Context: an optimization exercise on an open-source flow, tuned for small area, a short achievable clock period and few clock cycles. The choices shown serve that exercise and are no tape-out recipe. Function was checked by simulation only, so behaviour that the tests miss may differ from the original. Power and IR drop assume default switching activity.

// SD
module SD(
    clk,
    rst_n,
    in_valid,
    in,
    out_valid,
    out
    );
Size in the first run: roughly 410 flip-flops, roughly 12 I/O pins.
==> flow/config.mk <==
export PLATFORM = sky130hd
export DESIGN_NAME = SD
export DESIGN_NICKNAME = SD
export VERILOG_FILES = /design/flow/design.v
export SDC_FILE = /design/flow/constraint.sdc
export NUM_CORES = 4
export LEC_CHECK = 0
export ABC_CLOCK_PERIOD_IN_PS = 3000
export CAP_MARGIN = 20
export CORE_MARGIN = 2
export CORE_UTILIZATION = 60
export SLEW_MARGIN = 20
==> flow/constraint.sdc <==
create_clock -name core_clock -period 8.5 [get_ports {clk}]
set_input_delay 1.7000 -clock core_clock [delete_from_list [all_inputs] [get_ports {clk}]]
set_output_delay 1.7000 -clock core_clock [all_outputs]
set_load 0.01 [all_outputs]
standard.sh (not shown) runs the stock make flow with config.mk's settings and CLKGATE_MAP_FILE= SYNTH_SCRIPT=/design/flow/synth_recipe.tcl, a recipe that flattens the netlist after the stock synthesis.
==> flow/flow/run.sh <==
#!/bin/bash
# The standard layout, with two changes to how it is made:
#  - port buffers are buf_2 cells (buffer_ports would otherwise pick a delay cell)
#  - timing repair aims past the target period (the clock period is unchanged)
set -euo pipefail
MARGIN=$(cat flow/margin.txt)
bash standard.sh finish \
  "BUFFER_PORTS_ARGS=-buffer_cell sky130_fd_sc_hd__buf_2" \
  "SETUP_SLACK_MARGIN=${MARGIN}" > standard.log 2>&1
==> flow/flow/margin.txt <==
5.5
Testbench counts at the start, summed over its fixed seeds: cycles 28,838.
Rerun with:
==> flow/flow/margin.txt (replaced) <==
6.0
ABC_AREA = 1   (was default)
ABC_CLOCK_PERIOD_IN_PS = default   (was 3000)
CORE_UTILIZATION = 70   (was 60)
TNS_END_PERCENT = 10   (was default)
After rerunning: Clock-buffer cell count goes down by 10. Synthesized cell count goes up by 25%. Worst setup slack improved by 0.051 ns. Die area decreases by 12%. Final area increases by 7.2%. Register-to-register slack gets better by 0.05 ns. Total power grows by 15%.
Rerun with:
==> flow/flow/margin.txt (replaced) <==
5.7
ABC_AREA = default   (was 1)
ABC_CLOCK_PERIOD_IN_PS = 3000   (was default)
CORE_UTILIZATION = 60   (was 70)
CTS_BUF_LIST = sky130_fd_sc_hd__clkbuf_16   (was default)
CTS_CLUSTER_DIAMETER = 100   (was default)
CTS_CLUSTER_SIZE = 24   (was default)
TNS_END_PERCENT = default   (was 10)
Effect:
- The changed run ran to the end with no violations
- power decreases by a quarter to a third
- critical path depth decreases by 6
- via count decreases by roughly a tenth
- cell count decreases by about a fifth
- sequential power decreases by roughly a tenth

* * *

== job 1677 ==
SD, a different RTL version from the one above (not shown whole).
Size in the first run: about 1400 cells after synthesis, ~420 flip-flops, roughly 12 I/O pins, ~17000 sq um of cells after synthesis.
export LEC_CHECK = 0
export ABC_CLOCK_PERIOD_IN_PS = 2500
export CAP_MARGIN = 20
export CORE_MARGIN = 2
export CORE_UTILIZATION = 60
export CTS_BUF_LIST = sky130_fd_sc_hd__clkbuf_16
export CTS_CLUSTER_DIAMETER = 100
export CTS_CLUSTER_SIZE = 24
export SLEW_MARGIN = 20
create_clock -name core_clock -period 8.5 [get_ports {clk}]
==> flow/flow/margin.txt <==
5.7
Scripts as last shown in full above: flow/flow/run.sh
Job 1677 has completed all stages; timing, DRC and antenna checks passed.
Testbench counts of job 1677, summed over its fixed seeds: cycles 28,958.
Relative to job 1677, the following input files were edited for job 9827:
- CTS_CLUSTER_DIAMETER now 80, was 100
- CTS_CLUSTER_SIZE now 20, was 24
- ABC_CLOCK_PERIOD_IN_PS now 3000, was 2500
==> flow/flow/margin.txt <==
5.8
Results
Detail-routed via count per cell sits higher in job 9827 than in job 1677.
Of job 9827 and job 1677, it is job 9827 that has the lower met2 usage.
From job 1677 to job 9827 the numbers moved as follows: part of the total power dissipated in sequential elements lost 0.8 points, filler-free cell count of the finished design picked up an extra about 0.7%, post-route core utilization picked up an extra 0.90 points, flip-flop and latch count neither gained nor lost much.
As far as global-route usage is concerned, job 9827 and job 1677 perform about the same.
NOTE: first-iteration DRC count in job 9827 exceeds that of job 1677
The clock power of job 9827 was inferior to that of job 1677.
A highest routed metal layer of met5 is what job 1677 shows, while met4 belongs to job 9827.
Compared with job 1677, job 9827 degrades total power.
Going from job 1677 to job 9827, finished layout cell area grows by about 1.4%.
### job 9827 -> job 8890
- swapping 80 for 100 in CTS_CLUSTER_DIAMETER
- swapping 20 for 24 in CTS_CLUSTER_SIZE
Findings:
Job 8890 vs job 9827: slew at the pin closest to its max-slew limit up in job 8890. For the final clock period utilization by the worst path, job 8890 came in 0.38 points lower than job 9827 did. For number of vias per cell, job 9827 and job 8890 come out practically identical. Between job 8890 and job 9827, it is job 8890 whose met3 wire length is lower, by about 6%. Delta (job 8890 minus job 9827): horizontal die dimension barely changed; wire length of the first global-routing pass went down 0.33%; number of clock buffer instances in the layout shrank by about 16%. When the final numbers for job 8890 and job 9827 were put side by side, the final critical-path required period turned out to be greater in job 9827. In terms of storage element area, job 9827 and job 8890 differ only marginally. Going from job 9827 to job 8890, standby leakage power went down, routed wire length neither gained nor lost much.

* * *

RTL: one of the versions met above, not the one the previous note started from.
Size: ~1,400 cells after synthesis, ~410 flip-flops, about 12 I/O pins, roughly 0.017 sq mm of cells after synthesis.
// SD
module SD(
    clk,
    rst_n,
    in_valid,
    in,
    out_valid,
    out
    );
Settings: LEC_CHECK=0, ABC_CLOCK_PERIOD_IN_PS=3000, CAP_MARGIN=20, CORE_MARGIN=2, CORE_UTILIZATION=60, CTS_BUF_LIST=sky130_fd_sc_hd__clkbuf_8 sky130_fd_sc_hd__clkbuf_16, CTS_CLUSTER_DIAMETER=80, CTS_CLUSTER_SIZE=20, SLEW_MARGIN=20; clock period 8.5 ns.
==> flow/flow/margin.txt <==
5.5
Scripts as last shown in full above: flow/flow/run.sh
Testbench counts at the start, summed over its fixed seeds: cycles 28,838.
Edit:
==> flow/flow/margin.txt (replaced) <==
6.0
CTS_BUF_LIST = default   (was sky130_fd_sc_hd__clkbuf_8 sky130_fd_sc_hd__clkbuf_16)
CTS_CLUSTER_DIAMETER = default   (was 80)
CTS_CLUSTER_SIZE = default   (was 20)
TNS_END_PERCENT = 10   (was default)
- final area increases by 8.8%
- setup slack improves by 0.11 ns
- via count climbs by 8.1%
- total power rises by 11%
- cell count grows by 5.3%
- hold slack is better by 0.0034 ns
- routed wire length goes up by 13%
- die area is unchanged
- sequential power stays flat
- first-iteration DRC count grows by 34%
Edit:
==> flow/flow/margin.txt (replaced) <==
5.5
CTS_BUF_LIST = sky130_fd_sc_hd__clkbuf_4 sky130_fd_sc_hd__clkbuf_8   (was default)
TNS_END_PERCENT = default   (was 10)
Result:
- The new run passed the timing, DRC and antenna checks
- hold slack degrades by 0.0060 ns
- power went up by 1.9%
- wire length drops by about 10%

* * *

SD, a different RTL version from the one above (not shown whole).
Size: about 1400 cells after synthesis, roughly 360 flip-flops, ~12 I/O pins, ~16000 um^2 of cells after synthesis.
## SD
module SD(
    clk,
    rst_n,
    in_valid,
    in,
    out_valid,
    out
    );
Settings: LEC_CHECK=0, ABC_CLOCK_PERIOD_IN_PS=3000, CAP_MARGIN=20, CORE_MARGIN=2, CORE_UTILIZATION=60, SETUP_SLACK_MARGIN=5, SLEW_MARGIN=20; clock period 8.5 ns.
run.sh (not shown) runs the stock make flow with config.mk's settings and CLKGATE_MAP_FILE= SYNTH_SCRIPT=/design/flow/synth_recipe.tcl, a recipe that flattens the netlist after the stock synthesis.
Stock flow here: none of the scripts above is used.
Testbench counts at the start, summed over its fixed seeds: cycles 28,832.
Next try:
- ABC_CLOCK_PERIOD_IN_PS: 3000 -> not set
- CORE_UTILIZATION: 60 -> 40
- SETUP_SLACK_MARGIN: 5 -> not set
Outcome:
- worst hold slack stays flat
- design area climbs by 1.5%
- non-clock buffer count drops by 5
Next try:
==> flow/flow/run.sh (new file) <==
#!/bin/bash
# The standard layout, with two changes to how it is made:
#  - port buffers are buf_2 cells (buffer_ports would otherwise pick a delay cell)
#  - timing repair aims past the target period (the clock period is unchanged)
set -euo pipefail
MARGIN=$(cat flow/margin.txt)
bash standard.sh finish \
  "BUFFER_PORTS_ARGS=-buffer_cell sky130_fd_sc_hd__buf_2" \
  "SETUP_SLACK_MARGIN=${MARGIN}" > standard.log 2>&1
==> flow/flow/margin.txt (new file) <==
5.5
==> flow/standard.sh (new file) <==
#!/bin/bash
# synth_recipe.tcl (not shown) runs the flow's synth.tcl, then flattens the netlist and writes it again
# the make line also repeats each setting of config.mk as NAME=value (left out here)
make -C /OpenROAD-flow-scripts/flow DESIGN_CONFIG=/design/flow/config.mk WORK_HOME=/design/flow/orfs CLKGATE_MAP_FILE= SYNTH_SCRIPT=/design/flow/synth_recipe.tcl "${@:-finish}"
- ABC_CLOCK_PERIOD_IN_PS: not set -> 3000
- CORE_UTILIZATION: 40 -> 60
removed: flow/run.sh
The changed run ran to the end with no violations.
Count of clock-buffer cells in the layout fell by 5.
Maximum frequency climbs by 23%.
Worst hold slack barely changes.

* * *

== run a ==
RTL: one of the versions met above, not the one the previous note started from.
Size: about 1400 cells after synthesis, ~410 flip-flops, ~12 I/O pins.
clock: 8.5 ns
lec_check: 0
abc_clock_period_in_ps: 3000
cap_margin: 20
core_margin: 2
core_utilization: 70
cts_buf_list: sky130_fd_sc_hd__clkbuf_16
cts_cluster_diameter: 100
cts_cluster_size: 24
slew_margin: 20
standard.sh (not shown) runs the stock make flow with config.mk's settings and CLKGATE_MAP_FILE= SYNTH_SCRIPT=/design/flow/synth_recipe.tcl, a recipe that flattens the netlist after the stock synthesis.
==> flow/flow/run.sh <==
#!/bin/bash
# The standard layout, with two changes to how it is made:
#  - port buffers are buf_2 cells (buffer_ports would otherwise pick a delay cell)
#  - timing repair aims past the target period (the clock period is unchanged)
set -euo pipefail
MARGIN=$(cat flow/margin.txt)
bash standard.sh finish \
  "BUFFER_PORTS_ARGS=-buffer_cell sky130_fd_sc_hd__buf_2" \
  "SETUP_SLACK_MARGIN=${MARGIN}" > standard.log 2>&1
==> flow/flow/margin.txt <==
5.5
Testbench counts of run a, summed over its fixed seeds: cycles 28,838.
Edits applied to the flow inputs when going from run a to run b:
# run a
export LEC_CHECK = 0
export ABC_CLOCK_PERIOD_IN_PS = 3000
export CAP_MARGIN = 20
export CORE_MARGIN = 2
export CORE_UTILIZATION = 70
export CTS_BUF_LIST = sky130_fd_sc_hd__clkbuf_16
export CTS_CLUSTER_DIAMETER = 100
export CTS_CLUSTER_SIZE = 24
export SLEW_MARGIN = 20
create_clock -name core_clock -period 8.5 [get_ports {clk}]
# run b
export LEC_CHECK = 0
export ABC_CLOCK_PERIOD_IN_PS = 3000
export CAP_MARGIN = 20
export CORE_MARGIN = 2
export CORE_UTILIZATION = 60
export CTS_BUF_LIST = sky130_fd_sc_hd__clkbuf_16
export CTS_CLUSTER_DIAMETER = 100
export CTS_CLUSTER_SIZE = 24
export SLEW_MARGIN = 20
create_clock -name core_clock -period 8.5 [get_ports {clk}]
Findings:
Taking run a as the reference point, the area of all placed cells without fillers of run b rises by about 1.1%. Run a was carried through to the last stage, and its layout satisfied the timing, DRC and antenna checks. Run b | status: complete | timing, DRC, antenna: pass. From run a to run b, number of synthesized register bits did not move at all. Final cell count without fillers (run b vs. run a) increases by a few percent. Re final count of hold timing violations: no difference whatsoever between run b and run a. Run b vs. run a: layout overhead on the synthesized area higher, post-CTS setup-driven buffer insertion count shows a reduction of 4.

-- static timing again, ports no longer ideal --
The flow's constraints put no driver on any port. The routed layouts listed below were extracted and timed again, unchanged, in two steps. Step 1 (the two cells are an assumption about what drives the block):
set clk [get_ports {clk}]
set_driving_cell -lib_cell sky130_fd_sc_hd__clkbuf_16 $clk
set_driving_cell -lib_cell sky130_fd_sc_hd__buf_2 [delete_from_list [all_inputs] $clk]
Step 2 also shifts input and output timing later by t, the mid clock arrival at the registers, as if the neighbouring blocks saw the same clock. Three values: ideal, step 1, step 2; two values: the first two.
run | shift t [ns] | slack for setup (ns) | worst setup path at the end | worst slew at a driven data input, ns
the first run of note 1 | 0.605 | 5.545 / 5.545 / 5.128 | input to register | 0.03
the second run of note 1 | 0.601 | 5.596 / 5.596 / 5.289 | input to register | 0.04
the third run of note 1 | 0.601 | 5.585 / 5.585 / 5.277 | input to register | 0.03
job 1677 | 0.595 | 5.738 / 5.687 / 5.201 | input to register | 0.03
job 9827 | 0.621 | 5.712 / 5.661 / 5.283 | input to register | 0.03
job 8890 | 0.593 | 5.744 / 5.692 / 5.321 | input to register | 0.03
the first run of note 3 | 0.611 | 5.513 / 5.513 / 5.134 | input to register | 0.03
the second run of note 3 | 0.609 | 5.619 / 5.619 / 5.191 | input to register | 0.03
the third run of note 3 | 0.649 | 5.541 / 5.541 / 5.112 | input to register | 0.03
the first run of note 4 | 0.571 | 4.994 / 5.016 / 4.446 | input to register | 0.03
the second run of note 4 | 0.599 | 4.576 / 4.576 / 4.284 | input to register | 0.04
the third run of note 4 | 0.581 | 5.312 / 5.312 / 5.023 | input to register | 0.03
run a | 0.596 | 5.474 / 5.474 / 5.027 | input to register | 0.03
run b | 0.591 | 5.541 / 5.541 / 5.151 | input to register | 0.03
After both steps setup and hold are still met in every run listed. The setup slack of the first run of note 4, which loses most, moves by +0.022 ns with the drivers and by -0.548 ns with both steps.
